Source: an optimization exercise on an open RTL-to-GDS flow (aim: small area and a short achievable clock period). Production flows keep margins and buffers that such runs may drop.
At most, simulation tests tie the RTL to the original design; equivalence was not proved.
No functional check of the RTL was part of runs 2 to 6.
Power is estimated from default activity; no workload was simulated.

File: flow/config.mk
export PLATFORM = sky130hd
export DESIGN_NAME = ALU_TOP
export DESIGN_NICKNAME = ALU_TOP
export VERILOG_FILES = /design/flow/design.v
export SDC_FILE = /design/flow/constraint.sdc
export NUM_CORES = 4
export LEC_CHECK = 0
export CAP_MARGIN = 20
export CORE_AREA = 10 10 170 170
export DIE_AREA = 0 0 180 180
export SLEW_MARGIN = 20
File: flow/constraint.sdc
create_clock -name core_clock -period 32.0 [get_ports {CLK}]
set_input_delay 6.4000 -clock core_clock [delete_from_list [all_inputs] [get_ports {CLK}]]
set_output_delay 6.4000 -clock core_clock [all_outputs]
set_load 0.01 [all_outputs]
File: flow/run.sh
#!/bin/bash
# synth_recipe.tcl (not shown) runs the flow's synth.tcl, then flattens the netlist and writes it again
# the make line also repeats each setting of config.mk as NAME=value (left out here)
make -C /OpenROAD-flow-scripts/flow DESIGN_CONFIG=/design/flow/config.mk WORK_HOME=/design/flow/orfs CLKGATE_MAP_FILE= SYNTH_SCRIPT=/design/flow/synth_recipe.tcl finish
File: flow/design.v
module Decoder_Unit(
    input wire [3:2] ALU_FUN,
    input CLK, RST,
    output reg Arith_Enable,
    output reg Logic_Enable,
    output reg CMP_Enable,
    output reg Shift_Enable
);
    always @(posedge CLK or negedge RST) begin
        if (!RST) begin         
            Arith_Enable <= 1'b0;
            Logic_Enable <= 1'b0;
            CMP_Enable <= 1'b0;
            Shift_Enable <= 1'b0; 
        end
        else begin
            case (ALU_FUN)
                2'b00: begin         
                    Arith_Enable <= 1'b1;
                    Logic_Enable <= 1'b0;
                    CMP_Enable <= 1'b0;
                    Shift_Enable <= 1'b0; 
                end
                2'b01: begin         
                    Arith_Enable <= 1'b0;
                    Logic_Enable <= 1'b1;
                    CMP_Enable <= 1'b0;
                    Shift_Enable <= 1'b0; 
                end
                2'b10: begin         
                    Arith_Enable <= 1'b0;
                    Logic_Enable <= 1'b0;
                    CMP_Enable <= 1'b1;
                    Shift_Enable <= 1'b0; 
                end
                2'b11: begin         
                    Arith_Enable <= 1'b0;
                    Logic_Enable <= 1'b0;
                    CMP_Enable <= 1'b0;
                    Shift_Enable <= 1'b1; 
                end
                default: begin
                    Arith_Enable <= 1'b0;
                    Logic_Enable <= 1'b0;
                    CMP_Enable <= 1'b0;
                    Shift_Enable <= 1'b0; 
                end
            endcase
        end
    end
endmodule
module ARITHMETIC_UNIT#(parameter inWidth=7,
                        parameter outWidth=15)
(
                input wire [inWidth:0] A,
                input wire [inWidth:0] B,
                input wire [1:0] ALU_FUN,
                input CLK,RST,
                input wire Arith_Enable,
                output reg [outWidth:0] Arith_OUT,
                output reg Carry_OUT,
                output reg Arith_Flag  
);
    wire [inWidth+1:0] Sum = A + B;
    always @(posedge CLK or negedge RST) begin
        if (!RST) begin
            Arith_OUT<= 16'd0;
            Carry_OUT<=1'b0;
            Arith_Flag<=1'b0;
        end
        else if (Arith_Enable==1'b1) begin
            case (ALU_FUN)
            2'b00: begin
                Arith_OUT<= A + B;
                Carry_OUT<= Sum[inWidth+1];
                Arith_Flag<=1;
             end
            2'b01:begin
                Arith_OUT<= A - B;
                Carry_OUT<= 1'b0;
                Arith_Flag<=1'b1;
            end
            2'b10:begin
                Arith_OUT<= A * B;
                Carry_OUT<= 1'b0;
                Arith_Flag<=1'b1;
            end
            2'b11: begin
                Arith_OUT<= (B == 0) ? 16'hFFFF : A / B;
                Carry_OUT<= 1'b0;
                Arith_Flag<=1'b1; 
            end
                default: begin
                    Arith_OUT<= 16'b0;
                    Carry_OUT<= 1'b0;
                    Arith_Flag<=1'b0;
                end
            endcase
        end
        else
                Arith_Flag<=1'b0; 
    end
endmodule
module LOGIC_UNIT#(parameter inWidth=7,
                   parameter outWidth=15)(
                input wire [inWidth:0] A,
                input wire [inWidth:0] B,
                input wire [1:0] ALU_FUN,
                input CLK,RST,
                input wire Logic_Enable,
                output reg [outWidth:0] Logic_OUT,
                output reg Logic_Flag  
);
    always @(posedge CLK or negedge RST) begin
        if (!RST) begin
            Logic_OUT<= 16'd0;
            Logic_Flag<=1'b0;
        end
        else if (Logic_Enable==1'b1) begin
            case (ALU_FUN)
            2'b00: begin
                Logic_OUT<= (A & B);
                Logic_Flag<=1'b1;
             end
            2'b01:begin
                Logic_OUT<= (A | B);
                Logic_Flag<=1'b1;
            end
            2'b10:begin
                Logic_OUT<= ~(A & B);
                Logic_Flag<=1'b1;
            end
            2'b11: begin
                Logic_OUT<= ~(A | B);
                Logic_Flag<=1'b1; 
            end
                default: begin
                    Logic_OUT<= 16'b0;
                    Logic_Flag<=1'b0;
                end
            endcase
        end
        else
            Logic_Flag<=1'b0; 
    end
endmodule
module CMP_UNIT#(parameter inWidth=7,
                 parameter outWidth=15)(
                input wire [inWidth:0] A,
                input wire [inWidth:0] B,
                input wire [1:0] ALU_FUN,
                input CLK,RST,
                input wire CMP_Enable,
                output reg [3 : 0] CMP_OUT,
                output reg CMP_Flag  
);
    always @(posedge CLK or negedge RST) begin
        if (!RST) begin
            CMP_OUT<= 16'd0;
            CMP_Flag<=1'b0;
        end
        else if (CMP_Enable==1'b1) begin
            case (ALU_FUN)
            2'b00: begin
                CMP_OUT<= 4'd0;
                CMP_Flag<=1'b1;
             end
            2'b01:begin
                CMP_Flag<=1'b1;
                CMP_OUT<=(A == B)? 4'd1 : 4'd0;
            end
            2'b10:begin
                CMP_Flag<=1'b1;
                CMP_OUT<=(A > B)? 4'd2 : 4'd0;
            end
            2'b11: begin
                CMP_Flag<=1'b1;
                CMP_OUT<=(A < B)? 4'd3 : 4'd0; 
            end
                default: begin
                    CMP_OUT<= 4'd0;
                    CMP_Flag<=1'b0;
                end
            endcase
        end
        else
            CMP_Flag<= 1'b0; 
    end
endmodule
module SHIFT_UNIT#(parameter Width=7,
                   parameter outWidth=15)(
                input wire [Width:0] A,
                input wire [Width:0] B,
                input wire [1:0] ALU_FUN,
                input CLK,RST,
                input wire Shift_Enable,
                output reg [outWidth:0] SHIFT_OUT,
                output reg SHIFT_Flag  
);
    always @(posedge CLK or negedge RST) begin
        if (!RST) begin
            SHIFT_OUT<= 16'd0;
            SHIFT_Flag<=1'b0;
        end
        else if (Shift_Enable==1'b1) begin
            case (ALU_FUN)
            2'b00: begin
                SHIFT_OUT<= (A >> 1);
                SHIFT_Flag<=1'b1;
             end
            2'b01:begin
                SHIFT_OUT<= (A << 1);
                SHIFT_Flag<=1'b1;
            end
            2'b10:begin
                SHIFT_OUT<= (B >> 1);
                SHIFT_Flag<=1'b1;
            end
            2'b11: begin
                SHIFT_OUT<= (B << 1);
                SHIFT_Flag<=1'b1; 
            end
                default: begin
                    SHIFT_OUT<= 16'd0;
                    SHIFT_Flag<=1'b0;
                end
            endcase
        end
        else
            SHIFT_Flag<=1'b0;
    end
endmodule
module ALU_TOP#(parameter inWidth = 8,
                parameter outWidth = 16)
(
    input wire [inWidth-1 : 0] A,B,
    input wire [3:0] ALU_FUN,
    input CLK, RST,
    output wire Arith_Enable,Logic_Enable,CMP_Enable,Shift_Enable,
    output wire [outWidth-1:0] Arith_OUT,
    output wire Carry_OUT,Arith_Flag,
    output wire [outWidth-1:0] Logic_OUT,
    output wire Logic_Flag,
    output wire [4-1:0] CMP_OUT,
    output wire CMP_Flag,
    output wire [outWidth-1:0] SHIFT_OUT,
    output wire SHIFT_Flag
);
Decoder_Unit u0 (
    .ALU_FUN(ALU_FUN[3:2]),
    .CLK(CLK),.RST(RST),
    .Arith_Enable(Arith_Enable),
    .Logic_Enable(Logic_Enable),
    .CMP_Enable(CMP_Enable),
    .Shift_Enable(Shift_Enable)
);
ARITHMETIC_UNIT u1 (
    .A(A), .B(B),
    .ALU_FUN(ALU_FUN [1:0]),
    .CLK(CLK),.RST(RST),
    .Arith_Enable(Arith_Enable),
    .Arith_OUT(Arith_OUT),
    .Carry_OUT (Carry_OUT),
    .Arith_Flag (Arith_Flag)
);
LOGIC_UNIT u2 (
    .A(A), .B(B),
    .ALU_FUN(ALU_FUN [1:0]),
    .CLK(CLK),.RST(RST),
    .Logic_Enable(Logic_Enable),
    .Logic_OUT(Logic_OUT),
    .Logic_Flag (Logic_Flag)
);
CMP_UNIT u3 (
    .A(A), .B(B),
    .ALU_FUN(ALU_FUN [1:0]),
    .CLK(CLK),.RST(RST),
    .CMP_Enable(CMP_Enable),
    .CMP_OUT(CMP_OUT),
    .CMP_Flag (CMP_Flag)
);
SHIFT_UNIT u4 (
    .A(A), .B(B),
    .ALU_FUN(ALU_FUN [1:0]),
    .CLK(CLK),.RST(RST),
    .Shift_Enable(Shift_Enable),
    .SHIFT_OUT(SHIFT_OUT),
    .SHIFT_Flag (SHIFT_Flag)
);
endmodule
==> summary.md, run 1 <==
| Metric | Value |
|---|---|
| PwrDens | 99.7 mW/mm^2 |
| Vias per cell | 5.78 |
| H-tree depth | 2 |
| Crit path launch type | input pin |
| CP Max Fanout | 14 |
| CTS Sinks | 45 |
| Root Buffer | clkbuf_16 |
| Vias in the first global route | 10065 |
| Met2 wire len | ~15000 um |
| Drt pass-1 iters | 5 |
| Period utilization | ~95% |
| Post-Syn Area | ~0.011 sq mm |
| Slew @ Worst Pin | 0.890 ns |
| Final setup fails | 0 |
| Final hold violations | 0 |
| CP dominant cell by count | o21a_1 |
| Max clock buf depth | 2 |
| Synth warnings | 5 |
| Clock-pin transition on the worst setup and hold timing paths | 0.06 ns |
| Post-synth EDFFs | 0 |
| GPL Wtd Cong | around 0.96 |
| Drt wl/cell | roughly 19 um |
| Hold Path Class | register to register |
| Final Instance Area | between 0.01 and 0.015 sq mm |
| Post-route ant nets | 0 |
| Crit path kind | input pin to register |
| Port Buffer Count | 73 |
| Status | timing/DRC/antenna clean |
| Met3 routed WL | around 2200 um |
| Total number of vias | around 10000 |
| Wl on met1 | about 16000 um |
| Max-cap violation count | 0 |
| Ys async rst share | 100% |
| CTS hold repair buffers | 0 |
| Die area | approximately 0.032 sq mm |
| IO Count | slightly above 80 |
| Global-route wire length before repair | roughly 54000 um |
| Largest net degree at the start of global routing | 55 |
| Nets@finish | 1700 |
| Die Width | approximately 180 um |
| CP peak stage delay | between 0.6 and 0.7 ns |
| Core box area | approximately 0.025 sq mm |
| P&R area growth vs syn | 19.4% |
| Initial antenna violation count | 0 |
| Number of synthesized register bits | 45 |
| Pleak | 5.95 nW |
| Drt initial violations | 687 |
| Total wire length | between 30000 and 40000 um |
| Total CTS buffers | 5 |
| Register area share after synthesis | approximately a tenth |
| CTS tree | yes |
| Drc violations | 0 |
| Grt ovf | 0 |
| Die H | 180 um |
| F_max | 32.9 MHz |
| Layout Utilization | about half |
| Max-slew headroom | roughly two fifths |
| Share of cells above drive strength 1 | roughly 16% |
| Fin. max-slew vios | 0 |
| Clk Latency, worst-skew pair | around 0.29 ns |
| Antenna Cells | 0 |
| Starting Density | 42.4% |
| Aggregate global-route resource usage | between 20% and 30% |
| Synthesized area per cell | 7.92 sq um |
| Period minus WS final | roughly 30 ns |
| Critical Path AT | 30.59 ns |
| Worst ir drop on vdd | 0.134 mV |
| DR top layer | met4 |
| Worst Skew | around 0.0050 ns |
| Area post-placement | between 0.01 and 0.015 sq mm |
| WP data required | between 30 and 40 ns |
| Synth Instances | roughly 1300 |
| Slowest-stage cell, CP | or4_1 |
| Worst Setup End Kind | register |
| Post-synth cell types | between 90 and 100 |
| HPWL after DPL | 26600 um |
| Dominant synthesized flop cell | dfrtp_1 |
| Row count | between 50 and 60 |
[path summary, 6_finish.rpt]
path | to | from | slack [ns] | cells after the start
setup / recovery | u1.Arith_OUT[0] | B[7] | 1.58 | 128
setup reg to reg | u1.Arith_OUT[0] | u0.Arith_Enable | 30.54 | 6
hold reg to reg | u4.SHIFT_OUT[4] | u4.SHIFT_OUT[4] | 0.51 | 1
min in group asynchronous | u1.Arith_OUT[11] | RST | 6.09 | 1
hold / removal | u4.SHIFT_OUT[4] | u4.SHIFT_OUT[4] | 0.51 | 1
max in group asynchronous | u1.Arith_Flag | RST | 25.52 | 1
[per-layer routing]
layer  vias up  track usage (%)
met3        53             2.15
li1       5127                -
met5         -                0
met4         0             5.69
met1      4928             27.4
met2       348             32.6
[cell families (layout without fill, tap and decap cells)]
| family | count (synthesis) | after routing | synth area share [%] |
|---|---|---|---|
| simple gates | 415 | 415 | 18.8 |
| other cells | 1 | 17 | 0.0351 |
| compound gates | 386 | 386 | 24.0 |
| buf+inv | 160 | 273 | 6.47 |
| mux | 76 | 76 | 8.57 |
| fa+ha+maj | 203 | 203 | 26.4 |
| flops | 45 | 45 | 10.5 |
| xor+xnor | 63 | 63 | 5.17 |
[Yosys cell counts (all sizes together) (15+ instances only)]
master | instances | area (sq um)
ha | 163 | 2040
nor2 | 139 | 524
inv | 103 | 387
nand2 | 97 | 367
a21oi | 96 | 488
o21ai | 87 | 435
o21a | 53 | 399
nor3 | 48 | 240
xnor2 | 46 | 403
dfrtp | 45 | 1130
fa | 38 | 761
mux2 | 38 | 432
mux2i | 31 | 327
a21o | 29 | 218
buf | 28 | 195
clkbuf | 27 | 101
o211ai | 21 | 158
xor2 | 17 | 149
nand2b | 15 | 93.8
[worst max-delay path, delay by kind of cell]
kind	cells	cell delay [ns]
simple gates	33	5.04
fa+ha+maj	13	3.68
buf+inv	7	1.34
compound gates	66	11.54
mux	9	2.54
[layout make-up]
cell class / count / area [sq um]
flip-flops and latches: 45 / 1130
fillers: 2443 / 12400
well taps: 330 / 413
inverters: 105 / 398
clock buffers: 6 / 139
clock inverters: 2 / 37.5
repair buffers: 160 / 1390
multi-input cells: 1160 / 9250
[through the flow]
step	TNS [ns]	std cells	hold WS [ns]	total power [mW]	worst slack (ns)
after global placement	-0.325	1778	0.490	1.09	-0.325
after floorplan	0	1365	0.433	0.872	0.123
after CTS	0	1787	0.510	1.18	0.0602
after global routing	-0.142	1808	0.531	1.40	-0.142
final	0	1808	0.506	1.27	1.58
after detailed placement	-0.911	1778	0.496	1.10	-0.911
[state kept, by name (all words and copies together), names as in the netlist, 2 cells and up]
register	cells
u1.Arith_OUT	16
u2.Logic_OUT	9
u4.SHIFT_OUT	9
u3.CMP_OUT	2
[where the power goes]
part,switching (mW),total (mW),leakage [nW],internal (mW)
clock network,0.0221,0.0610,0.0831,0.0390
registers,0.00670,0.0741,0.536,0.0674
logic,0.618,1.14,5.33,0.518
[cell usage in the layout, fill, tap and decap left out, types with 10 or more instances in the layout]
cell	instances
ha_1	159
nor2_1	128
inv_1	101
nand2_1	94
buf_4	86
a21oi_1	85
o21ai_0	73
clkdlybuf4s50_1	67
o21a_1	51
nor3_1	46
xnor2_1	46
dfrtp_1	45
fa_1	38
mux2_2	37
a21o_1	29
mux2i_1	27
o211ai_1	21
xor2_1	17
conb_1	17
nand2b_1	15
or3_1	13
nand4_1	13
or2_2	12
a21oi_2	11
nand3_1	11
nor2b_1	11
o22ai_1	10
and2_1	10
o21bai_1	10
[what timing repair did]
item | 4_1_cts | 5_1_grt
buffers inserted | 1 | 21
hold endpoints to repair | 0 | 0
resized for setup | 8 | 65
endpoints found under the setup margin | 1 | 2
pin swaps | 0 | 18
cloned | 0 | 0
==> run 2: changes to the inputs <==
==> flow/design.v (replaced) <==
module ALU_TOP #(parameter inWidth = 8,
                 parameter outWidth = 16)
(
    input wire [inWidth-1 : 0] A,B,
    input wire [3:0] ALU_FUN,
    input CLK, RST,
    output reg Arith_Enable,Logic_Enable,CMP_Enable,Shift_Enable,
    output wire [outWidth-1:0] Arith_OUT,
    output reg Carry_OUT,Arith_Flag,
    output wire [outWidth-1:0] Logic_OUT,
    output reg Logic_Flag,
    output wire [4-1:0] CMP_OUT,
    output reg CMP_Flag,
    output wire [outWidth-1:0] SHIFT_OUT,
    output reg SHIFT_Flag
);
    wire [1:0] op = ALU_FUN[1:0];
    wire       sub = op[0];
    wire [8:0] s   = {1'b0, A} + {1'b0, B ^ {8{sub}}} + {8'd0, sub};
    wire       borrow = ~s[8];
    wire [15:0] prod = A * B;
    wire [7:0] quo;
    wire [7:0] rem [0:8];
    assign rem[8] = A;
    genvar i;
    generate
        for (i = 7; i >= 0; i = i - 1) begin : div
            wire [8-i:0] d = {1'b0, rem[i+1][7:i]} - {1'b0, B[7-i:0]};
            wire bhz;
            if (i == 0) begin : top0
                assign bhz = 1'b1;
            end else begin : topn
                assign bhz = ~|B[7:8-i];
            end
            assign quo[i] = bhz & ~d[8-i];
            if (i == 0) begin : r0
                assign rem[i] = quo[i] ? d[7:0] : rem[i+1];
            end else begin : rn
                assign rem[i] = quo[i] ? {d[7-i:0], rem[i+1][i-1:0]} : rem[i+1];
            end
        end
    endgenerate
    wire bz = ~|B;
    reg [8:0] arith_lo;    
    reg [6:0] arith_hi;    
    always @* begin
        case (op)
            2'b00: begin arith_lo = s;               arith_hi = 7'd0;         end
            2'b01: begin arith_lo = {borrow, s[7:0]}; arith_hi = {7{borrow}}; end
            2'b10: begin arith_lo = prod[8:0];       arith_hi = prod[15:9];   end
            default: begin arith_lo = {bz, quo};     arith_hi = {7{bz}};      end
        endcase
    end
    reg [15:0] arith_q;
    always @(posedge CLK or negedge RST) begin
        if (!RST) begin
            arith_q   <= 16'd0;
            Carry_OUT <= 1'b0;
        end else if (Arith_Enable) begin
            arith_q   <= {arith_hi, arith_lo};
            Carry_OUT <= (op == 2'b00) & s[8];
        end
    end
    assign Arith_OUT = arith_q;
    reg [7:0] logic_lo;
    reg       logic_hi;
    wire [7:0] lres = (op[0] ? (A | B) : (A & B)) ^ {8{op[1]}};
    always @(posedge CLK or negedge RST) begin
        if (!RST) begin
            logic_lo <= 8'd0;
            logic_hi <= 1'b0;
        end else if (Logic_Enable) begin
            logic_lo <= lres;
            logic_hi <= op[1];
        end
    end
    assign Logic_OUT = {{8{logic_hi}}, logic_lo};
    reg [1:0] cmp_q;
    wire eq = (A == B);
    wire gt = (A > B);
    wire lt = ~eq & ~gt;
    always @(posedge CLK or negedge RST) begin
        if (!RST)
            cmp_q <= 2'd0;
        else if (CMP_Enable) begin
            cmp_q[0] <= (op == 2'b01) ? eq : (op == 2'b11) ? lt : 1'b0;
            cmp_q[1] <= (op == 2'b10) ? gt : (op == 2'b11) ? lt : 1'b0;
        end
    end
    assign CMP_OUT = {2'b00, cmp_q};
    reg  [8:0] shift_q;
    wire [7:0] sx = op[1] ? B : A;
    always @(posedge CLK or negedge RST) begin
        if (!RST)
            shift_q <= 9'd0;
        else if (Shift_Enable)
            shift_q <= op[0] ? {sx, 1'b0} : {2'b00, sx[7:1]};
    end
    assign SHIFT_OUT = {7'd0, shift_q};
    always @(posedge CLK or negedge RST) begin
        if (!RST) begin
            Arith_Enable <= 1'b0;
            Logic_Enable <= 1'b0;
            CMP_Enable   <= 1'b0;
            Shift_Enable <= 1'b0;
            Arith_Flag   <= 1'b0;
            Logic_Flag   <= 1'b0;
            CMP_Flag     <= 1'b0;
            SHIFT_Flag   <= 1'b0;
        end else begin
            Arith_Enable <= (ALU_FUN[3:2] == 2'b00);
            Logic_Enable <= (ALU_FUN[3:2] == 2'b01);
            CMP_Enable   <= (ALU_FUN[3:2] == 2'b10);
            Shift_Enable <= (ALU_FUN[3:2] == 2'b11);
            Arith_Flag   <= Arith_Enable;
            Logic_Flag   <= Logic_Enable;
            CMP_Flag     <= CMP_Enable;
            SHIFT_Flag   <= Shift_Enable;
        end
    end
endmodule
==> run 2 against run 1 <==
  * Via count decreased by 47%
  * Utilization down 19 points
  * Cell count decreased by 37%
  * Still clean
  * Global-route usage decreased by 8.7 points
  * Worst setup slack better by 12 ns
  * Fmax is 62% higher
  * Critical path type unchanged
  * Clock power shrank 14%
  * Hold slack worse by 0.0095 ns
  * Critical path depth is 86 lower
  * Clock-buffer cell count fell by 1
  * Clock skew fell by 0.0019 ns
==> summary.md, run 2 <==
| Metric | Value |
|---|---|
| Max reg flops | 16 (unchanged) |
| IO Count | 83 (unchanged) |
| Total CTS buffers | 5 (unchanged) |
| CTS hold repair buffers | 0 (unchanged) |
| Nets@finish | 989 (-42%) |
| Slowest-stage cell, CP | clkdlybuf4s50_1 |
| Final hold violations | 0 (unchanged) |
| CP dominant cell by count | ha_1 |
| HPWL after DPL | 15100 um (-43%) |
| Non-filler instance count after layout | 1148 (-37%) |
| Fin. max-slew vios | 0 (unchanged) |
| WP data required | 32.23 ns (+0.07 ns) |
| Grt ovf | 0 (unchanged) |
| Final setup fails | 0 (unchanged) |
| Core box area | 0.0252 sq mm (unchanged) |
| Row count | 58 (unchanged) |
| Setup TNS | 0 ns (unchanged) |
| Clk Latency, worst-skew pair | 0.29 ns (about the same) |
| Status | timing/DRC/antenna clean |
| Largest net degree at the start of global routing | 52 (-5.5%) |
| Max clock buf depth | 2 (unchanged) |
| Clock-pin transition on the worst setup and hold timing paths | 0.07 ns (about the same) |
| Die Width | 180 um (unchanged) |
| Most frequent cells after synthesis | 108 x ha_1, 97 x inv_1, 80 x nor2_1, 56 x nand2_1, 45 x dfrtp_1 |
| Worst Setup End Kind | register |
| CTS tree | yes |
| Post-synth cell types | 72 (-25%) |
| Top Registers | arith_q x16, shift_q x9, logic_lo x8 |
| Global-route wire length before repair | 30500 um (-44%) |
| Total wire length | 19000 um (-44%) |
| Share of cells above drive strength 1 | 7.10% (-8.8 points) |
| Cells after DPL | 1138 (-36%) |
| Crit path launch type | input pin |
| Largest Register | arith_q |
| Count leader, synth | ha_1 |
| P&R area growth vs syn | 16.8% |
| # resized after CTS | 0 (-8) |
| Synth warnings | 1 (-4) |
| Slew @ Worst Pin | 0.684 ns (-0.205 ns) |
| Synthesized area per cell | 8.87 sq um (+12%) |
| Postcts setup bufs | 0 (-1) |
| Post-Syn Area | 0.00676 sq mm (-37%) |
| # fillers | 2614 (+7.0%) |
| Die H | 180 um (unchanged) |
| Total chip power | 336 uW (-74%) |
| Aggregate global-route resource usage | 11.3% (-8.7 points) |
| Root Buffer | clkbuf_16 |
| CP peak stage delay | 0.71 ns (+0.10 ns) |
| Period utilization | 58.5% (-37 points) |
| Period minus WS final | 18.73 ns (-11.69 ns) |
| Initial antenna violation count | 1 (+1) |
| Crit path kind | input pin to register |
| Hold Path Class | register to register |
| Pleak | 3.70 nW (-38%) |
| Worst Skew | 0.00311 ns (-0.00191 ns) |
| Register area share after synthesis | 16.7% (+6.1 points) |
| Max-slew headroom | 53.8% (+13 points) |
| Hold Path Stages | 0 (-1) |
| Most frequent cells in the layout | 108 x ha_1, 97 x inv_1, 80 x nor2_1 |
| PwrDens | 42.6 mW/mm^2 (-57%) |
| Starting Density | 26.8% (-16 points) |
| Drt initial violations | 352 (-49%) |
| Drt wl/cell | 16.6 um (-12%) |
| Yosys top cell area share | 20.0% (+0.91 points) |
| Ys async rst share | 100% (unchanged) |
| CP Max Fanout | 13 (-1) |
| Die area | 0.0324 sq mm (unchanged) |
| GPL Wtd Cong | 0.904 (-5.7%) |
| Vias in the first global route | 5612 (-44%) |
| Drt pass-1 iters | 5 (unchanged) |
| Port Buffer Count | 73 (unchanged) |
| Post-synth EDFFs | 0 (unchanged) |
| Dominant synthesized flop cell | dfrtp_1 |
| CTS Sinks | 45 (unchanged) |
| Worst reg2reg path depth | 4 (-2) |
| Post-synth top area cell | ha_1 |
| Drc violations | 0 (unchanged) |
| Largest cells by area after synthesis | ha_1 20%, dfrtp_1 17%, fa_1 13% |
| F_max | 53.4 MHz (+62%) |
| Post-route ant nets | 0 (unchanged) |
| Max-cap violation count | 0 (unchanged) |
| H-tree depth | 2 (unchanged) |
| Critical Path AT | 18.96 ns (-11.63 ns) |
| Vias per cell | 4.83 (-16%) |
| RSZ-0062 raised after global routing | no |
| Layout Utilization | 31.3% (-19 points) |
| Synth Instances | 762 (-44%) |
| Total number of vias | 5550 (-47%) |
| Commonest non-fill, non-tap cell in the layout | ha_1 |
| Number of synthesized register bits | 45 (unchanged) |
| Worst ir drop on vdd | 0.0278 mV (-79%) |
==> run 2: changes by cell type in the layout (fill, tap and decap cells not counted), moves of 40 or more <==
cell / before / now
o21ai_0: 73 / 24
nor2_1: 128 / 80
o21a_1: 51 / 11
buf_4: 86 / 7
a21oi_1: 85 / 33
ha_1: 159 / 108
==> run 2: kinds of logic (layout without fill, tap and decap cells) <==
group | after synthesis | after routing | share of synthesized area (%)
mux | 45 | 45 | 8.43
other cells | 1 | 10 | 0.0555
compound gates | 144 | 144 | 15.0
flops | 45 | 45 | 16.7
fa+ha+maj | 151 | 151 | 32.7
simple gates | 206 | 206 | 14.2
buf+inv | 138 | 185 | 8.80
xor+xnor | 32 | 32 | 4.15
==> run 2: cell type report <==
type,instances,area (sq um),area share [%]
tap,330,413,5.23
multi-input combinational,587,5060,64.2
sequential,45,1130,14.3
clock inverter,3,25.0,0.317
antenna,1,2.50,0.0317
clock buffer,5,125,1.59
inverter,98,368,4.66
timing repair buffer,79,768,9.73
==> run 2: per-layer routing <==
metal  vias to the layer above  wire length [um]  track usage [%]
li1                       2695                 -                -
met1                      2664              8740             15.1
met2                       170              8780             18.4
met3                        21              1250             2.17
met4                         0               264             2.91
met5                         -                 0                0
==> run 2: metrics by stage <==
step	cell area (sq um)	setup WS, ns	hold slack (ns)
finish	7890	13.27	0.497
global route	7890	12.45	0.509
CTS	7880	13.08	0.495
floorplan	6790	14.92	0.433
detailed placement	7730	12.78	0.485
global placement	7730	13.15	0.477
==> run 2: worst max-delay path, delay by kind of cell <==
family / cells / cell delay [ns]
AO/OA/AOI/OAI: 17 / 4.88
AND/OR/NAND/NOR: 12 / 3.03
adder cells (fa/ha/maj): 7 / 2.47
multiplexers: 3 / 1.09
buffers and inverters: 3 / 1.08
==> run 2: final timing paths <==
path | slack, ns | start | endpoint
max in group asynchronous | 25.50 | RST | Arith_Enable
worst max-delay path | 13.27 | B[7] | arith_q[0]
worst min register to register | 0.50 | CMP_Enable | CMP_Flag
min in group asynchronous | 6.10 | RST | arith_q[7]
worst max register to register | 30.34 | Arith_Enable | arith_q[15]
worst min-delay path | 0.50 | CMP_Enable | CMP_Flag
==> run 2: power breakdown <==
group | switching [mW] | internal, mW
clock network | 0.0231 | 0.0293
logic | 0.114 | 0.0955
registers | 0.00677 | 0.0675
total | 0.144 | 0.192
==> run 3: changes to the inputs <==
--- a/flow/design.v
+++ b/flow/design.v
@@ -16,12 +16,51 @@
 );
     wire [1:0] op = ALU_FUN[1:0];
-    wire       sub = op[0];
-    wire [8:0] s   = {1'b0, A} + {1'b0, B ^ {8{sub}}} + {8'd0, sub};
-    wire       borrow = ~s[8];
-    wire [15:0] prod = A * B;
+    wire       sub = ~Arith_Enable | op[0];
+    wire [7:0] bx  = B ^ {8{sub}};
+    wire [8:0] ac;
+    wire [8:0] s;
+    assign ac[0] = sub;
+    genvar i, j;
+    generate
+        for (i = 0; i < 8; i = i + 1) begin : addsub
+            assign s[i]    = A[i] ^ bx[i] ^ ac[i];
+            assign ac[i+1] = (A[i] & bx[i]) | (A[i] & ac[i]) | (bx[i] & ac[i]);
+        end
+    endgenerate
+    assign s[8] = ac[8];
+    wire borrow = ~s[8];
+    wire [15:0] nprod;
+    wire [7:0] ms [0:7];    
+    wire [7:0] mc [0:7];    
+    generate
+        for (j = 0; j < 8; j = j + 1) begin : mrow0
+            assign ms[0][j] = ~(A[j] & B[0]);
+            assign mc[0][j] = 1'b1;
+        end
+        for (i = 1; i < 8; i = i + 1) begin : mrow
+            for (j = 0; j < 8; j = j + 1) begin : mcell
+                wire a = ~(A[j] & B[i]);
+                wire b = (j == 7) ? 1'b1 : ms[i-1][(j == 7) ? 0 : j+1];
+                wire c = mc[i-1][j];
+                assign ms[i][j] = a ^ b ^ c;
+                assign mc[i][j] = (a & b) | (a & c) | (b & c);
+            end
+        end
+        for (i = 0; i < 8; i = i + 1) begin : mlow
+            assign nprod[i] = ms[i][0];
+        end
+        wire [8:0] fc;
+        assign fc[0] = 1'b1;
+        for (j = 0; j < 8; j = j + 1) begin : mfinal
+            wire x = (j == 7) ? 1'b1 : ms[7][(j == 7) ? 0 : j+1];
+            wire y = mc[7][j];
+            assign nprod[8+j] = x ^ y ^ fc[j];
+            assign fc[j+1]    = (x & y) | (x & fc[j]) | (y & fc[j]);
+        end
+    endgenerate
+    wire [15:0] prod = ~nprod;
     wire [7:0] quo;
     wire [7:0] rem [0:8];
     assign rem[8] = A;
-    genvar i;
     generate
         for (i = 7; i >= 0; i = i - 1) begin : div
@@ -77,7 +116,8 @@
     assign Logic_OUT = {{8{logic_hi}}, logic_lo};
     reg [1:0] cmp_q;
-    wire eq = (A == B);
-    wire gt = (A > B);
-    wire lt = ~eq & ~gt;
+    wire ge = s[8];
+    wire eq = ~|s[7:0];
+    wire gt = ge & ~eq;
+    wire lt = ~ge;
     always @(posedge CLK or negedge RST) begin
         if (!RST)
--- a/flow/config.mk
+++ b/flow/config.mk
@@ -6,4 +6,5 @@
 export NUM_CORES = 4
 export LEC_CHECK = 0
+export ABC_AREA = 1
 export CAP_MARGIN = 20
 export CORE_AREA = 10 10 170 170
==> run 3 against run 2 <==
  * Still clean
  * Fmax rose by 20%
  * Combinational power fell by 25%
  * Register-to-register slack got worse by 3.1 ns
  * Cell count fell by 2.4%
  * Critical path depth rose by 13
  * Non-clock buffer count rose by 2
  * Synthesized area fell by 15%
  * Routed wire length fell by 12%
  * Critical path type unchanged
  * Critical endpoint unchanged
==> summary.md, run 3 <==
| Metric | Value |
|---|---|
| Critical Path AT | 15.72 ns (-3.24 ns) |
| H-tree depth | 2 (unchanged) |
| Post-synth top area cell | fa_1 |
| HPWL after DPL | 13300 um (-12%) |
| Antenna Cells | 0 (-1) |
| Met3 routed WL | 581 um (-54%) |
| Ys async rst share | 100% (unchanged) |
| Met2 wire len | 8620 um (-1.9%) |
| Slowest-stage cell, CP | clkdlybuf4s50_1 |
| Yosys top cell area share | 21.2% (+1.2 points) |
| Port Buffer Count | 73 (unchanged) |
| Largest net degree at the start of global routing | 46 (-12%) |
| Logic pwr share | 54.9% (-7.4 points) |
| Total chip power | 288 uW (-14%) |
| GPL Wtd Cong | 0.884 (-2.3%) |
| Worst ir drop on vdd | 0.0217 mV (-22%) |
| Dominant synthesized flop cell | dfrtp_1 |
| Most frequent cells after synthesis | 173 x nand2_1, 130 x inv_1, 61 x fa_1, 52 x ha_1, 45 x dfrtp_1 |
| Count leader, synth | nand2_1 |
| Die H | 180 um (unchanged) |
| Root Buffer | clkbuf_16 |
| Row count | 58 (unchanged) |
| Postcts setup bufs | 0 (unchanged) |
| Hold path startpoint | Logic_Enable |
| Fin. max-slew vios | 0 (unchanged) |
| Final hold violations | 0 (unchanged) |
| Post-route ant nets | 0 (unchanged) |
| Period minus WS final | 15.55 ns (-3.18 ns) |
| Core box area | 0.0252 sq mm (unchanged) |
| Total wire length | 16700 um (-12%) |
| Drt pass-1 iters | 5 (unchanged) |
| Status | timing/DRC/antenna clean |
| Max-cap violation count | 0 (unchanged) |
| PwrDens | 41.5 mW/mm^2 (-2.7%) |
| Top Registers | arith_q x16, shift_q x9, logic_lo x8 |
| F_max | 64.3 MHz (+20%) |
| CTS Sinks | 45 (unchanged) |
| CTS hold repair buffers | 0 (unchanged) |
| Most frequent cells in the layout | 173 x nand2_1, 130 x inv_1, 72 x clkdlybuf4s50_1 |
| Register area share after synthesis | 19.5% (+2.8 points) |
| Crit path kind | input pin to register |
| Switching Fraction | 41.4% (-1.4 points) |
| Worst reg2reg path depth | 13 (+9) |
| CP Max Fanout | 12 (-1) |
| Reg-to-reg startpoint | Arith_Enable |
| Commonest non-fill, non-tap cell in the layout | nand2_1 |
| Vias in the first global route | 4929 (-12%) |
| Crit path launch type | input pin |
| Synth Area in Compound Gates | 11.3% (-3.7 points) |
| Worst Setup EP | arith_q[0] |
| IO Count | 83 (unchanged) |
| Clock power share | 19.6% (+4.0 points) |
| Drt initial violations | 303 (-14%) |
| Slew @ Worst Pin | 0.934 ns (+0.250 ns) |
| CP peak stage delay | 0.76 ns (+0.05 ns) |
| Worst Setup End Kind | register |
| Largest Register | arith_q |
| DR top layer | met4 |
| Synth warnings | 1 (unchanged) |
| Worst r2r dst | arith_q[8] |
| # fillers | 2707 (+3.6%) |
| Period utilization | 48.6% (-9.9 points) |
| CTS tree | yes |
| Worst Setup SP | B[4] |
| Total number of vias | 4837 (-13%) |
| WP data required | 32.17 ns (-0.06 ns) |
| RSZ-0062 raised after global routing | no |
| Vias per cell | 4.31 (-11%) |
| Final setup fails | 0 (unchanged) |
| CP dominant cell by count | nand2_1 |
| Die area | 0.0324 sq mm (unchanged) |
| Post-synthesis xor/xnor area fraction | 2.88% (-1.3 points) |
| Global-route wire length before repair | 26900 um (-12%) |
| Sequential power share | 25.6% (+3.5 points) |
| Post-synth cell types | 46 (-36%) |
| Grt ovf | 0 (unchanged) |
| Worst Skew | 0.00528 ns (+0.00218 ns) |
| Mux cell area share after synthesis | 0% (-8.4 points) |
| Clock-pin transition on the worst setup and hold timing paths | 0.07 ns (about the same) |
| Post-synth EDFFs | 0 (unchanged) |
| Share of cells above drive strength 1 | 7.21% (+0.11 points) |
| Post-Synth Adder-Cell Area | 32.4% (-0.31 points) |
| Largest cells by area after synthesis | fa_1 21%, dfrtp_1 20%, ha_1 11% |
| Initial antenna violation count | 0 (-1) |
| Synthesized area per cell | 7.87 sq um (-11%) |
| Clk Latency, worst-skew pair | 0.29 ns (about the same) |
| Total CTS buffers | 5 (unchanged) |
| P&R area growth vs syn | 20.3% |
| Aggregate global-route resource usage | 10.1% (-1.3 points) |
| P_int | 169 uW (-12%) |
| Wl on met1 | 7220 um (-17%) |
| Sw power | 119 uW (-17%) |
| Nets@finish | 925 (-6.5%) |
| # resized after CTS | 0 (unchanged) |
| Number of synthesized register bits | 45 (unchanged) |
| Max reg flops | 16 (unchanged) |
| Layout Utilization | 27.6% (-3.8 points) |
| Drt wl/cell | 14.9 um (-10%) |
| Starting Density | 22.9% (-3.9 points) |
| Largest family of logic cells by synthesized area | adder cells |
| Max clock buf depth | 2 (unchanged) |
| Synth Instances | 733 (-3.8%) |
| Synth Area in Simple Gates | 20.8% (+6.6 points) |
| Pleak | 3.55 nW (-4.1%) |
| Setup TNS | 0 ns (unchanged) |
| Hold Path Class | register to register |
| Max-slew headroom | 37.4% (-16 points) |
| Drc violations | 0 (unchanged) |
| Reg2Reg Setup Slack | 27.20 ns (-3.14 ns) |
| Post-Syn Area | 0.00577 sq mm (-15%) |
| Die Width | 180 um (unchanged) |
[run 3: worst max-delay path: cells and delay by family]
kind	cells	cell delay, ns
XOR/XNOR	1	0.14
AO/OA/AOI/OAI	13	2.01
buffers and inverters	8	1.69
AND/OR/NAND/NOR	26	2.99
adder cells (fa/ha/maj)	7	2.45
[run 3: worst min path at each step]
| stage | endpoint | cells past startpoint |
|---|---|---|
| 4_1_cts | Logic_Flag | 0 |
| 5_1_grt | Logic_Flag | 0 |
| 2_1_floorplan | Arith_Flag | 0 |
| 3_3_place_gp | Logic_Flag | 0 |
| 3_5_place_dp | Logic_Flag | 0 |
| 6_report | Logic_Flag | 0 |
[run 3: kinds of logic (layout without fill, tap and decap cells)]
| logic type | Yosys count | in the layout |
|---|---|---|
| adder cells (fa/ha/maj) | 113 | 113 |
| XOR/XNOR | 19 | 19 |
| AND/OR/NAND/NOR | 267 | 267 |
| AO/OA/AOI/OAI | 107 | 107 |
| flip-flops | 45 | 45 |
| buffers and inverters | 181 | 231 |
| other | 1 | 9 |
[run 3: per-stage QoR]
stage	cells	instance area [sq um]	setup WS (ns)	hold WS (ns)
after global routing	1121	6940	15.74	0.476
after global placement	1113	6780	16.41	0.437
after floorplan	741	5800	17.53	0.433
final	1121	6940	16.45	0.453
after CTS	1121	6940	16.45	0.455
after detailed placement	1113	6780	16.17	0.439
[run 3: power by group through the flow]
stage | Clock, mW | Sequential, mW | Combinational, mW
final | 0.0563 | 0.0735 | 0.158
after detailed placement | 0 | 0.0747 | 0.160
after floorplan | 0 | 0.0771 | 0.102
after CTS | 0.0572 | 0.0738 | 0.161
after global placement | 0 | 0.0746 | 0.157
after global routing | 0.0591 | 0.0746 | 0.183
[run 3: layout make-up]
type,count,area (sq um),area share (%)
clock buffers,6,139,2.00
clock inverters,2,16.3,0.234
inverters,142,533,7.68
multi-input cells,515,3920,56.5
flip-flops and latches,45,1130,16.2
well taps,330,413,5.95
repair buffers,81,788,11.4
[run 3: routing by layer]
layer	vias up	global-route usage [%]
li1	2360	-
met1	2352	12.6
met2	103	18.1
met3	22	0.964
met4	0	2.48
met5	-	0
==> run 4: changes to the inputs <==
--- a/flow/config.mk
+++ b/flow/config.mk
@@ -8,5 +8,5 @@
 export ABC_AREA = 1
 export CAP_MARGIN = 20
-export CORE_AREA = 10 10 170 170
-export DIE_AREA = 0 0 180 180
+export CORE_MARGIN = 2
+export CORE_UTILIZATION = 60
 export SLEW_MARGIN = 20
==> run 4 against run 3 <==
  * Utilization increased by 44 points
  * Hold slack got worse by 0.0044 ns
  * Register-to-register slack got worse by 0.43 ns
  * Worst setup slack got worse by 0.21 ns
  * Sequential power decreased by 1%
  * Via count increased by 1.3%
  * Cell count decreased by 18%
  * Combinational power about the same
  * First-iteration DRC count decreased by 4.6%
  * Non-clock buffer count decreased by 4
  * Global-route usage increased by 19 points
  * Critical path depth increased by 2
  * Highest routed layer unchanged
==> summary.md, run 4 <==
| Metric | Value |
|---|---|
| Die Width | 102 um (-43%) |
| Drt pass-1 iters | 5 (unchanged) |
| Antenna Cells | 0 (unchanged) |
| Final Instance Area | 0.00662 sq mm (-4.6%) |
| Worst reg2reg path depth | 13 (unchanged) |
| Top Registers | arith_q x16, shift_q x9, logic_lo x8 |
| Share of cells above drive strength 1 | 6.73% (-0.47 points) |
| Period minus WS final | 15.76 ns (+0.209 ns) |
| Hold Path Class | register to register |
| P_int | 163 uW (-3.2%) |
| Worst Skew | 0.00507 ns (-0.000217 ns) |
| Most frequent cells in the layout | 173 x nand2_1, 130 x inv_1, 72 x clkdlybuf4s50_1 |
| WP data required | 32.19 ns (+0.02 ns) |
| Vias per cell | 5.35 (+24%) |
| Drc violations | 0 (unchanged) |
| Final hold violations | 0 (unchanged) |
| F_max | 63.5 MHz (-1.3%) |
| CP dominant cell by count | nand2_1 |
| Fin. max-slew vios | 0 (unchanged) |
| Drt initial violations | 289 (-4.6%) |
| Row count | 35 (-40%) |
| Global-route wire length before repair | 23600 um (-12%) |
| Setup TNS | 0 ns (unchanged) |
| Layout Utilization | 71.3% (+44 points) |
| CTS hold repair buffers | 0 (unchanged) |
| HPWL after DPL | 11200 um (-16%) |
| GPL Wtd Cong | 0.893 (+1.1%) |
| Total CTS buffers | 5 (unchanged) |
| Aggregate global-route resource usage | 29.1% (+19 points) |
| Core box area | 0.00928 sq mm (-63%) |
| Max reg flops | 16 (unchanged) |
| Nets@finish | 921 (-0.43%) |
| Total number of vias | 4900 (+1.3%) |
| Post-route ant nets | 0 (unchanged) |
| Commonest non-fill, non-tap cell in the layout | nand2_1 |
| Worst setup margin | 16.24 ns (-0.209 ns) |
| Final setup fails | 0 (unchanged) |
| H-tree depth | 2 (unchanged) |
| Crit path launch type | input pin |
| Switching Fraction | 41.2% (-0.19 points) |
| Synth warnings | 1 (unchanged) |
| P&R area growth vs syn | 14.8% |
| Hold path endpoint | Logic_Flag |
| Postcts setup bufs | 0 (unchanged) |
| Die H | 102 um (-43%) |
| CTS tree | yes |
| Clk Latency, worst-skew pair | 0.30 ns (about the same) |
| Synth Instances | 733 (unchanged) |
| Ys async rst share | 100% (unchanged) |
| Slew @ Worst Pin | 0.859 ns (-0.0754 ns) |
| Count leader, synth | nand2_1 |
| Critical Path AT | 15.95 ns (+0.23 ns) |
| Hold slack | 0.449 ns (-0.00444 ns) |
| Largest Register | arith_q |
| Slowest-stage cell, CP | clkdlybuf4s50_1 |
| Die area | 0.0104 sq mm (-68%) |
| Post-synth cell types | 46 (unchanged) |
| Vias in the first global route | 4831 (-2.0%) |
| Hold path startpoint | Logic_Enable |
| Grt ovf | 0 (unchanged) |
| RSZ-0062 raised after global routing | no |
| GR met3 Demand/Resource | 2.87% (+1.9 points) |
| Max-slew headroom | 42.5% (+5.0 points) |
| Max clock buf depth | 2 (unchanged) |
| Worst Setup End Kind | register |
| Dpl ws | 16.04 ns (-0.131 ns) |
| Post-synth top area cell | fa_1 |
| Yosys top cell area share | 21.2% (unchanged) |
| Root Buffer | clkbuf_8 |
| Total wire length | 14200 um (-15%) |
| IO Count | 83 (unchanged) |
| Crit path kind | input pin to register |
| Clock-pin transition on the worst setup and hold timing paths | 0.09 ns (+0.02 ns) |
| CP Max Fanout | 12 (unchanged) |
| CP peak stage delay | 0.84 ns (+0.08 ns) |
| Starting Density | 62.2% (+39 points) |
| Sequential power share | 26.1% (+0.5 points) |
| Status | timing/DRC/antenna clean |
| Register area share after synthesis | 19.5% (unchanged) |
| Clock power share | 16.8% (-2.8 points) |
| Post-synth EDFFs | 0 (unchanged) |
| # resized after CTS | 0 (unchanged) |
| Initial antenna violation count | 0 (unchanged) |
| Number of synthesized register bits | 45 (unchanged) |
| Largest cells by area after synthesis | fa_1 21%, dfrtp_1 20%, ha_1 11% |
| Met1 Usage GRT | 42.5% (+30 points) |
| Dominant synthesized flop cell | dfrtp_1 |
| Post-Syn Area | 0.00577 sq mm (unchanged) |
| Worst r2r dst | cmp_q[0] |
| Met2 Use GR | 46.4% (+28 points) |
| Worst ir drop on vdd | 0.0267 mV (+23%) |
| Sw power | 114 uW (-4.0%) |
| Area post-placement | 0.00650 sq mm (-4.2%) |
| Most frequent cells after synthesis | 173 x nand2_1, 130 x inv_1, 61 x fa_1, 52 x ha_1, 45 x dfrtp_1 |
| CTS Sinks | 45 (unchanged) |
| Reg2Reg Setup Slack | 26.77 ns (-0.43 ns) |
| Max-cap violation count | 0 (unchanged) |
| Logic pwr share | 57.1% (+2.2 points) |
| Largest net degree at the start of global routing | 46 (unchanged) |
| PwrDens | 41.9 mW/mm^2 (+1.1%) |
| Port Buffer Count | 73 (unchanged) |
| Period utilization | 49.2% (+0.65 points) |
| Pleak | 3.51 nW (-1.0%) |
| Synthesized area per cell | 7.87 sq um (unchanged) |
| Reg-to-reg startpoint | Arith_Enable |
| Drt wl/cell | 15.5 um (+4.2%) |
| Most Used Layer, Global Route | met2 |
| Hold Path Stages | 0 (unchanged) |
[run 4: cell counts after synthesis]
Identical to the previous run, type by type.
[run 4: logic make-up after synthesis]
logic type	count (synthesis)	synth area share, %
buffers and inverters	181	13.0
AND/OR/NAND/NOR	267	20.8
AO/OA/AOI/OAI	107	11.3
other	1	0.0650
XOR/XNOR	19	2.88
flip-flops	45	19.5
adder cells (fa/ha/maj)	113	32.4
[run 4: area by class of cell]
cell class,instances,area [sq um]
fill,783,2660
inverter,142,533
tap,129,161
clock buffer,6,82.6
multi-input combinational,515,3920
timing repair buffer,77,758
clock inverter,2,37.5
sequential,45,1130
[run 4: layer usage]
metal	wire length [um]	up-vias	share of wire, %
met3	896	30	6.3
met4	340	0	2.4
met1	6630	2326	47
met5	0	-	0
li1	-	2342	-
met2	6350	202	45
[run 4: how the worst max path moves through the flow]
stage                     depth (start not counted)  start    endpoint  slack, ns
after CTS                                        57   A[7]  arith_q[0]      16.34
after detailed placement                         57   A[7]  arith_q[0]      16.04
after floorplan                                  58   A[7]  arith_q[0]      17.53
final                                            57   A[7]  arith_q[0]      16.24
after global placement                           56   A[7]  arith_q[0]      16.54
after global routing                             60   A[7]  arith_q[0]      15.41
[run 4: power by group through the flow]
stage / sequential, mW / clock [mW] / combinational, mW
4_1_cts: 0.0724 / 0.0472 / 0.159
2_1_floorplan: 0.0771 / 0 / 0.102
3_5_place_dp: 0.0735 / 0 / 0.158
3_3_place_gp: 0.0733 / 0 / 0.153
5_1_grt: 0.0735 / 0.0491 / 0.180
6_report: 0.0724 / 0.0467 / 0.158
[run 4: worst max-delay path, delay by kind of cell]
| kind | cells | cell delay [ns] |
|---|---|---|
| buf+inv | 8 | 1.61 |
| fa+ha+maj | 8 | 2.62 |
| compound gates | 15 | 2.19 |
| simple gates | 26 | 3.11 |
[run 4: metrics by stage]
| step | power [mW] | std cells |
|---|---|---|
| 2_1_floorplan | 0.179 | 741 |
| 3_3_place_gp | 0.226 | 908 |
| 3_5_place_dp | 0.232 | 908 |
| 4_1_cts | 0.279 | 916 |
| 5_1_grt | 0.302 | 916 |
| 6_report | 0.277 | 916 |
==> run 5: changes to the inputs <==
--- a/flow/config.mk
+++ b/flow/config.mk
@@ -8,5 +8,6 @@
 export ABC_AREA = 1
 export CAP_MARGIN = 20
-export CORE_MARGIN = 2
-export CORE_UTILIZATION = 60
+export CORE_AREA = 10 10 170 170
+export CTS_BUF_LIST = sky130_fd_sc_hd__clkbuf_2 sky130_fd_sc_hd__clkbuf_4 sky130_fd_sc_hd__clkbuf_8
+export DIE_AREA = 0 0 180 180
 export SLEW_MARGIN = 20
==> run 5 against run 4 <==
  * Fmax rose by 1.5%
  * Clock skew fell by 0.0012 ns
  * Routed wire length grew 17%
  * Power decreased by 2.0%
  * Cell count grew 22%
  * Global-route usage fell by 19 points
  * Sequential share of layout area shrank 0.64 points
  * Largest cell class unchanged
  * Clock-buffer cell count stayed put
  * Synthesized cell count stayed put
  * Combinational power is essentially flat
  * Clock power shrank 13%
  * Largest power group unchanged
==> summary.md, run 5 <==
| Metric | Value |
|---|---|
| Worst Setup End Kind | register |
| Die H | 180 um (+76%) |
| Worst Skew | 0.00391 ns (-0.00115 ns) |
| Number of synthesized register bits | 45 (unchanged) |
| # fillers | 2716 (+250%) |
| Dominant synthesized flop cell | dfrtp_1 |
| Commonest non-fill, non-tap cell in the layout | nand2_1 |
| Core box area | 0.0252 sq mm (+170%) |
| CP Max Fanout | 12 (unchanged) |
| Period minus WS final | 15.52 ns (-0.239 ns) |
| Hold Path Stages | 0 (unchanged) |
| Post-synth EDFFs | 0 (unchanged) |
| HPWL after DPL | 13300 um (+19%) |
| Initial antenna violation count | 0 (unchanged) |
| Synth warnings | 1 (unchanged) |
| Crit path launch type | input pin |
| Worst r2r dst | cmp_q[0] |
| Final hold violations | 0 (unchanged) |
| Top Registers | arith_q x16, shift_q x9, logic_lo x8 |
| RSZ-0062 raised after global routing | no |
| Post-synth top area cell | fa_1 |
| Post-route ant nets | 0 (unchanged) |
| Ys async rst share | 100% (unchanged) |
| Aggregate global-route resource usage | 10.1% (-19 points) |
| Drt initial violations | 278 (-3.8%) |
| Critical Path AT | 15.71 ns (-0.24 ns) |
| Vias per cell | 4.34 (-19%) |
| Total CTS buffers | 5 (unchanged) |
| Die Width | 180 um (+76%) |
| Largest Register | arith_q |
| Largest net degree at the start of global routing | 46 (unchanged) |
| Clock-pin transition on the worst setup and hold timing paths | 0.10 ns (about the same) |
| Vias in the first global route | 4907 (+1.6%) |
| Slew @ Worst Pin | 0.954 ns (+0.0948 ns) |
| Postcts setup bufs | 0 (unchanged) |
| Synthesized area per cell | 7.87 sq um (unchanged) |
| Worst ir drop on vdd | 0.0192 mV (-28%) |
| Largest cells by area after synthesis | fa_1 21%, dfrtp_1 20%, ha_1 11% |
| CP dominant cell by count | nand2_1 |
| Hold path startpoint | Logic_Enable |
| Final setup fails | 0 (unchanged) |
| Drt pass-1 iters | 5 (unchanged) |
| # resized after CTS | 0 (unchanged) |
| Status | timing/DRC/antenna clean |
| Max-slew headroom | 36.1% (-6.3 points) |
| Setup TNS | 0 ns (unchanged) |
| Clk Latency, worst-skew pair | 0.31 ns (about the same) |
| H-tree depth | 2 (unchanged) |
| Drc violations | 0 (unchanged) |
| Count leader, synth | nand2_1 |
| Most frequent cells in the layout | 173 x nand2_1, 130 x inv_1, 72 x clkdlybuf4s50_1 |
| Multi-input logic area | 0.00392 sq mm (unchanged) |
| Post-synth cell types | 46 (unchanged) |
| Hold path endpoint | Logic_Flag |
| Root Buffer | clkbuf_8 |
| Most Used Layer, Global Route | met2 |
| Hold Path Class | register to register |
| Total wire length | 16600 um (+17%) |
| GPL Wtd Cong | 0.884 (-1.1%) |
| Antenna Cells | 0 (unchanged) |
| Reg-to-reg startpoint | Arith_Enable |
| Reg2Reg Setup Slack | 27.17 ns (+0.40 ns) |
| Max clock buf depth | 2 (unchanged) |
| Yosys top cell area share | 21.2% (unchanged) |
| Fin. max-slew vios | 0 (unchanged) |
| Global-route wire length before repair | 26900 um (+14%) |
| P&R area growth vs syn | 19.3% |
| Starting Density | 22.9% (-39 points) |
| CTS hold repair buffers | 0 (unchanged) |
| Met1 Usage GRT | 12.6% (-30 points) |
| Max-cap violation count | 0 (unchanged) |
| Final Instance Area | 0.00688 sq mm (+3.9%) |
| GR met3 Demand/Resource | 1.02% (-1.8 points) |
| Most frequent cells after synthesis | 173 x nand2_1, 130 x inv_1, 61 x fa_1, 52 x ha_1, 45 x dfrtp_1 |
| Period utilization | 48.5% (-0.75 points) |
| Share of cells above drive strength 1 | 7.21% (+0.47 points) |
| Total number of vias | 4864 (-0.73%) |
| Row count | 58 (+66%) |
| PwrDens | 39.5 mW/mm^2 (-5.7%) |
| Met2 Use GR | 18.1% (-28 points) |
| IO Count | 83 (unchanged) |
| WP data required | 32.19 ns (about the same) |
| Slowest-stage cell, CP | clkdlybuf4s50_1 |
| Synth Instances | 733 (unchanged) |
| CTS Sinks | 45 (unchanged) |
| Crit path kind | input pin to register |
| Port Buffer Count | 73 (unchanged) |
| CTS tree | yes |
| Area post-placement | 0.00678 sq mm (+4.3%) |
| Post-Syn Area | 0.00577 sq mm (unchanged) |
| Pleak | 3.52 nW (+0.28%) |
| Grt ovf | 0 (unchanged) |
| Die area | 0.0324 sq mm (+210%) |
| Nets@finish | 925 (+0.43%) |
| Register area share after synthesis | 19.5% (unchanged) |
| Drt wl/cell | 14.9 um (-4.3%) |
| Max reg flops | 16 (unchanged) |
| Worst reg2reg path depth | 14 (+1) |
| CP peak stage delay | 0.77 ns (-0.07 ns) |
| FF+latch area | 0.00113 sq mm (unchanged) |
| Layout Utilization | 27.3% (-44 points) |
| F_max | 64.4 MHz (+1.5%) |
run 5: cell counts after synthesis:
Identical to the previous run, type by type.
run 5: kinds of logic after synthesis:
logic type / count (synthesis) / synth area share (%)
simple gates: 267 / 20.8
buf+inv: 181 / 13.0
fa+ha+maj: 113 / 32.4
compound gates: 107 / 11.3
flops: 45 / 19.5
xor+xnor: 19 / 2.88
other cells: 1 / 0.0650
run 5: worst max-delay path by stage:
| stage | from | end | slack (ns) |
|---|---|---|---|
| final | B[4] | arith_q[0] | 16.48 |
| after floorplan | A[7] | arith_q[0] | 17.53 |
| after detailed placement | B[4] | arith_q[0] | 16.17 |
| after global routing | B[4] | arith_q[0] | 15.77 |
| after global placement | B[4] | arith_q[0] | 16.41 |
| after CTS | B[4] | arith_q[0] | 16.47 |
run 5: final cells by class:
| cell class | instances | area share (%) |
|---|---|---|
| Sequential cell | 45 | 16.4 |
| Clock inverter | 2 | 0.236 |
| Timing Repair Buffer | 81 | 11.5 |
| Inverter | 142 | 7.74 |
| Tap cell | 330 | 6.00 |
| Clock buffer | 6 | 1.20 |
| Multi-Input combinational cell | 515 | 57.0 |
run 5: metal layers:
metal,vias to the layer above,wire length (um)
met5,-,0
met1,2357,7030
met3,20,676
met4,0,275
li1,2357,-
met2,130,8670
run 5: worst max-delay path, delay by kind of cell:
kind | cells | cell delay (ns)
adder cells (fa/ha/maj) | 7 | 2.45
buffers and inverters | 8 | 1.71
AND/OR/NAND/NOR | 26 | 2.98
AO/OA/AOI/OAI | 13 | 2.01
XOR/XNOR | 1 | 0.14
run 5: stage by stage:
step / worst slack [ns] / power (mW) / hold WS [ns] / instances
global placement: 16.41 / 0.231 / 0.437 / 1113
global route: 15.77 / 0.301 / 0.484 / 1121
floorplan: 17.53 / 0.179 / 0.433 / 741
CTS: 16.47 / 0.276 / 0.461 / 1121
detailed placement: 16.17 / 0.235 / 0.439 / 1113
finish: 16.48 / 0.272 / 0.466 / 1121
run 5: power breakdown:
| group | switching, mW | internal [mW] | total (mW) |
|---|---|---|---|
| Combinational | 0.0870 | 0.0707 | 0.158 |
| Sequential | 0.00713 | 0.0663 | 0.0734 |
| Clock | 0.0229 | 0.0179 | 0.0408 |
==> run 6: changes to the inputs <==
==> flow/flow/run.sh (new file) <==
#!/bin/bash
# The standard layout, with the port buffers made of the smallest buffer cell
set -euo pipefail
bash standard.sh "BUFFER_PORTS_ARGS=-buffer_cell sky130_fd_sc_hd__buf_1" finish > flow_make.log 2>&1
==> flow/standard.sh (new file) <==
#!/bin/bash
# synth_recipe.tcl (not shown) runs the flow's synth.tcl, then flattens the netlist and writes it again
# the make line also repeats each setting of config.mk as NAME=value (left out here)
make -C /OpenROAD-flow-scripts/flow DESIGN_CONFIG=/design/flow/config.mk WORK_HOME=/design/flow/orfs CLKGATE_MAP_FILE= SYNTH_SCRIPT=/design/flow/synth_recipe.tcl "${@:-finish}"
--- a/flow/config.mk
+++ b/flow/config.mk
@@ -9,5 +9,4 @@
 export CAP_MARGIN = 20
 export CORE_AREA = 10 10 170 170
-export CTS_BUF_LIST = sky130_fd_sc_hd__clkbuf_2 sky130_fd_sc_hd__clkbuf_4 sky130_fd_sc_hd__clkbuf_8
 export DIE_AREA = 0 0 180 180
 export SLEW_MARGIN = 20
removed: flow/run.sh
==> run 6 against run 5 <==
  * Fmax grew 2.1%
  * Register-to-register slack lost 0.07 ns
  * Clock skew increased by 0.011 ns
  * Critical path type unchanged
  * Largest cell class unchanged
  * Largest power group unchanged
  * Highest routed layer unchanged
==> summary.md, run 6 <==
| Metric | Value |
|---|---|
| Total CTS buffers | 5 (unchanged) |
| Post-route ant nets | 0 (unchanged) |
| Largest cells by area after synthesis | fa_1 21%, dfrtp_1 20%, ha_1 11% |
| Multi-input logic area | 0.00392 sq mm (unchanged) |
| Clock-pin transition on the worst setup and hold timing paths | 0.08 ns (-0.02 ns) |
| Fin. max-slew vios | 0 (unchanged) |
| Hold slack | 0.484 ns (+0.0186 ns) |
| Max-slew headroom | 35.8% (-0.29 points) |
| CP dominant cell by count | nand2_1 |
| CP Max Fanout | 12 (unchanged) |
| Worst Skew | 0.0144 ns (+0.0105 ns) |
| Period utilization | 47.5% (-1.0 points) |
| Layout Utilization | 25.9% (-1.4 points) |
| Most frequent cells after synthesis | 173 x nand2_1, 130 x inv_1, 61 x fa_1, 52 x ha_1, 45 x dfrtp_1 |
| Total wire length | 16500 um (-0.81%) |
| Largest Register | arith_q |
| Commonest non-fill, non-tap cell in the layout | nand2_1 |
| Core box area | 0.0252 sq mm (unchanged) |
| Initial antenna violation count | 0 (unchanged) |
| Vias per cell | 4.31 (-0.66%) |
| Worst setup margin | 16.81 ns (+0.322 ns) |
| FF+latch area | 0.00113 sq mm (unchanged) |
| Drc violations | 0 (unchanged) |
| Dominant synthesized flop cell | dfrtp_1 |
| Drt wl/cell | 14.7 um (-1.2%) |
| CTS Sinks | 45 (unchanged) |
| Dpl ws | 16.54 ns (+0.365 ns) |
| Register area share after synthesis | 19.5% (unchanged) |
| Synth warnings | 1 (unchanged) |
| Postcts setup bufs | 0 (unchanged) |
| Drt pass-1 iters | 5 (unchanged) |
| Worst Setup SP | B[4] |
| Number of synthesized register bits | 45 (unchanged) |
| Global-route wire length before repair | 26700 um (-0.82%) |
| Final setup fails | 0 (unchanged) |
| Post-Syn Area | 0.00577 sq mm (unchanged) |
| Grt ovf | 0 (unchanged) |
| Die H | 180 um (unchanged) |
| Post-synth EDFFs | 0 (unchanged) |
| Setup TNS | 0 ns (unchanged) |
| Die area | 0.0324 sq mm (unchanged) |
| Period minus WS final | 15.20 ns (-0.322 ns) |
| GPL Wtd Cong | 0.890 (+0.74%) |
| Top Registers | arith_q x16, shift_q x9, logic_lo x8 |
| CTS tree | yes |
| Status | timing/DRC/antenna clean |
| PwrDens | 42.8 mW/mm^2 (+8.3%) |
| # fillers | 2718 (+0.074%) |
| F_max | 65.8 MHz (+2.1%) |
| Worst ir drop on vdd | 0.0276 mV (+44%) |
| Pleak | 3.39 nW (-3.8%) |
| RSZ-0062 raised after global routing | no |
| P&R area growth vs syn | 13.2% |
| Hold Path Class | register to register |
| Antenna Cells | 0 (unchanged) |
| CTS hold repair buffers | 0 (unchanged) |
| Max-cap violation count | 0 (unchanged) |
| Max reg flops | 16 (unchanged) |
| H-tree depth | 2 (unchanged) |
| Starting Density | 22.9% (unchanged) |
| Crit path launch type | input pin |
| Most frequent cells in the layout | 173 x nand2_1, 130 x inv_1, 72 x buf_1 |
| Share of cells above drive strength 1 | 7.67% (+0.47 points) |
| Post-synth top area cell | fa_1 |
| Reg-to-reg startpoint | Arith_Enable |
| Total number of vias | 4849 (-0.31%) |
| Worst reg2reg path depth | 14 (unchanged) |
| Worst Setup End Kind | register |
| Ys async rst share | 100% (unchanged) |
| Crit path kind | input pin to register |
| Slowest-stage cell, CP | buf_1 |
| # resized after CTS | 0 (unchanged) |
| WP data required | 32.18 ns (about the same) |
| Yosys top cell area share | 21.2% (unchanged) |
| Synth Instances | 733 (unchanged) |
| Nets@finish | 929 (+0.43%) |
| Area post-placement | 0.00636 sq mm (-6.2%) |
| Row count | 58 (unchanged) |
| Die Width | 180 um (unchanged) |
| Root Buffer | clkbuf_16 |
| Final hold violations | 0 (unchanged) |
| CP peak stage delay | 0.57 ns (-0.20 ns) |
| Final Instance Area | 0.00653 sq mm (-5.1%) |
| Critical Path AT | 15.38 ns (-0.33 ns) |
| IO Count | 83 (unchanged) |
| Cells after DPL | 1117 (+0.36%) |
| Drt initial violations | 314 (+13%) |
| HPWL after DPL | 13400 um (+0.24%) |
| Aggregate global-route resource usage | 9.97% (-0.13 points) |
| Max clock buf depth | 2 (unchanged) |
| Slew @ Worst Pin | 0.958 ns (+0.00440 ns) |
| Clk Latency, worst-skew pair | 0.30 ns (about the same) |
| Hold path startpoint | Logic_Enable |
| Largest net degree at the start of global routing | 46 (unchanged) |
| Synthesized area per cell | 7.87 sq um (unchanged) |
| Post-synth cell types | 46 (unchanged) |
| Count leader, synth | nand2_1 |
| Vias in the first global route | 5095 (+3.8%) |
| Port Buffer Count | 73 (unchanged) |
| Non-filler instance count after layout | 1125 (+0.36%) |
| Total chip power | 279 uW (+2.8%) |
| Hold Path Stages | 0 (unchanged) |
-- run 6: critical path: cells and delay by family --
family / cells / cell delay (ns)
buffers and inverters: 7 / 1.38
adder cells (fa/ha/maj): 7 / 2.35
AO/OA/AOI/OAI: 16 / 2.26
AND/OR/NAND/NOR: 26 / 2.94
-- run 6: layout make-up --
type                            instances  area share (%)
Timing Repair Buffer                   85            5.59
Clock buffer                            5            1.91
Inverter                              142            8.16
Tap cell                              330            6.32
Sequential cell                        45            17.2
Multi-Input combinational cell        515            60.1
Clock inverter                          3           0.728
-- run 6: path summary, 6_finish.rpt --
check,slack [ns],to
min in group asynchronous,6.19,arith_q[13]
worst min-delay path,0.48,Logic_Flag
max in group asynchronous,25.38,shift_q[0]
worst max-delay path,16.81,arith_q[0]
worst max register to register,27.10,cmp_q[0]
worst min register to register,0.48,Logic_Flag
-- run 6: where the power goes --
group	internal (mW)	total [mW]	switching, mW
clock network	0.0375	0.0631	0.0256
logic	0.0561	0.144	0.0877
registers	0.0663	0.0725	0.00620
-- run 6: cell families after synthesis --
family | count (synthesis) | share of synthesized area (%)
other cells | 1 | 0.0650
flops | 45 | 19.5
fa+ha+maj | 113 | 32.4
compound gates | 107 | 11.3
buf+inv | 181 | 13.0
xor+xnor | 19 | 2.88
simple gates | 267 | 20.8
-- run 6: per-layer routing --
layer  vias to the layer above  part of all wire [%]  global-route usage [%]
met5                         -                     0                       0
met4                         0                   1.9                    2.58
met3                        22                   3.2                    1.16
met2                       104                    53                    18.5
met1                      2348                    42                    11.9
li1                       2375                     -                       -

[what the ideal ports hide]
In the flow no input, the clock included, has a driving cell. The finished layouts below were timed again as built, in two steps. Step 1 (the two cells are an assumption about what drives the block):
set clk [get_ports {CLK}]
set_driving_cell -lib_cell sky130_fd_sc_hd__clkbuf_16 $clk
set_driving_cell -lib_cell sky130_fd_sc_hd__buf_2 [delete_from_list [all_inputs] $clk]
Step 2 moves the port delays by t, midway between the first and last clock arrival at a register: inputs arrive t later, outputs are due t later. That takes back most of the time a late clock gives input paths. a / b / c = no drivers / after step 1 / after step 2; a / b = the first two.
run | shift t [ns] | slack for setup (ns) | hold WS [ns] | worst register clock-pin slew, ns
run 1 | 0.327 | 1.578 / 1.586 / 1.259 | 0.506 / 0.506 / 0.506 | 0.07 / 0.07
run 2 | 0.333 | 13.269 / 13.275 / 12.943 | 0.497 / 0.497 / 0.497 | 0.07 / 0.07
run 3 | 0.329 | 16.452 / 16.462 / 16.133 | 0.453 / 0.453 / 0.453 | 0.07 / 0.07
run 4 | 0.328 | 16.243 / 16.244 / 15.916 | 0.449 / 0.449 / 0.449 | 0.09 / 0.09
run 5 | 0.342 | 16.483 / 16.488 / 16.146 | 0.466 / 0.466 / 0.466 | 0.10 / 0.10
run 6 | 0.331 | 16.805 / 16.804 / 16.474 | 0.484 / 0.484 / 0.484 | 0.08 / 0.08
After both steps setup and hold are still met in every run listed. For run 5, which loses most, drivers alone change the setup slack by +0.005 ns; drivers and shift together by -0.337 ns.
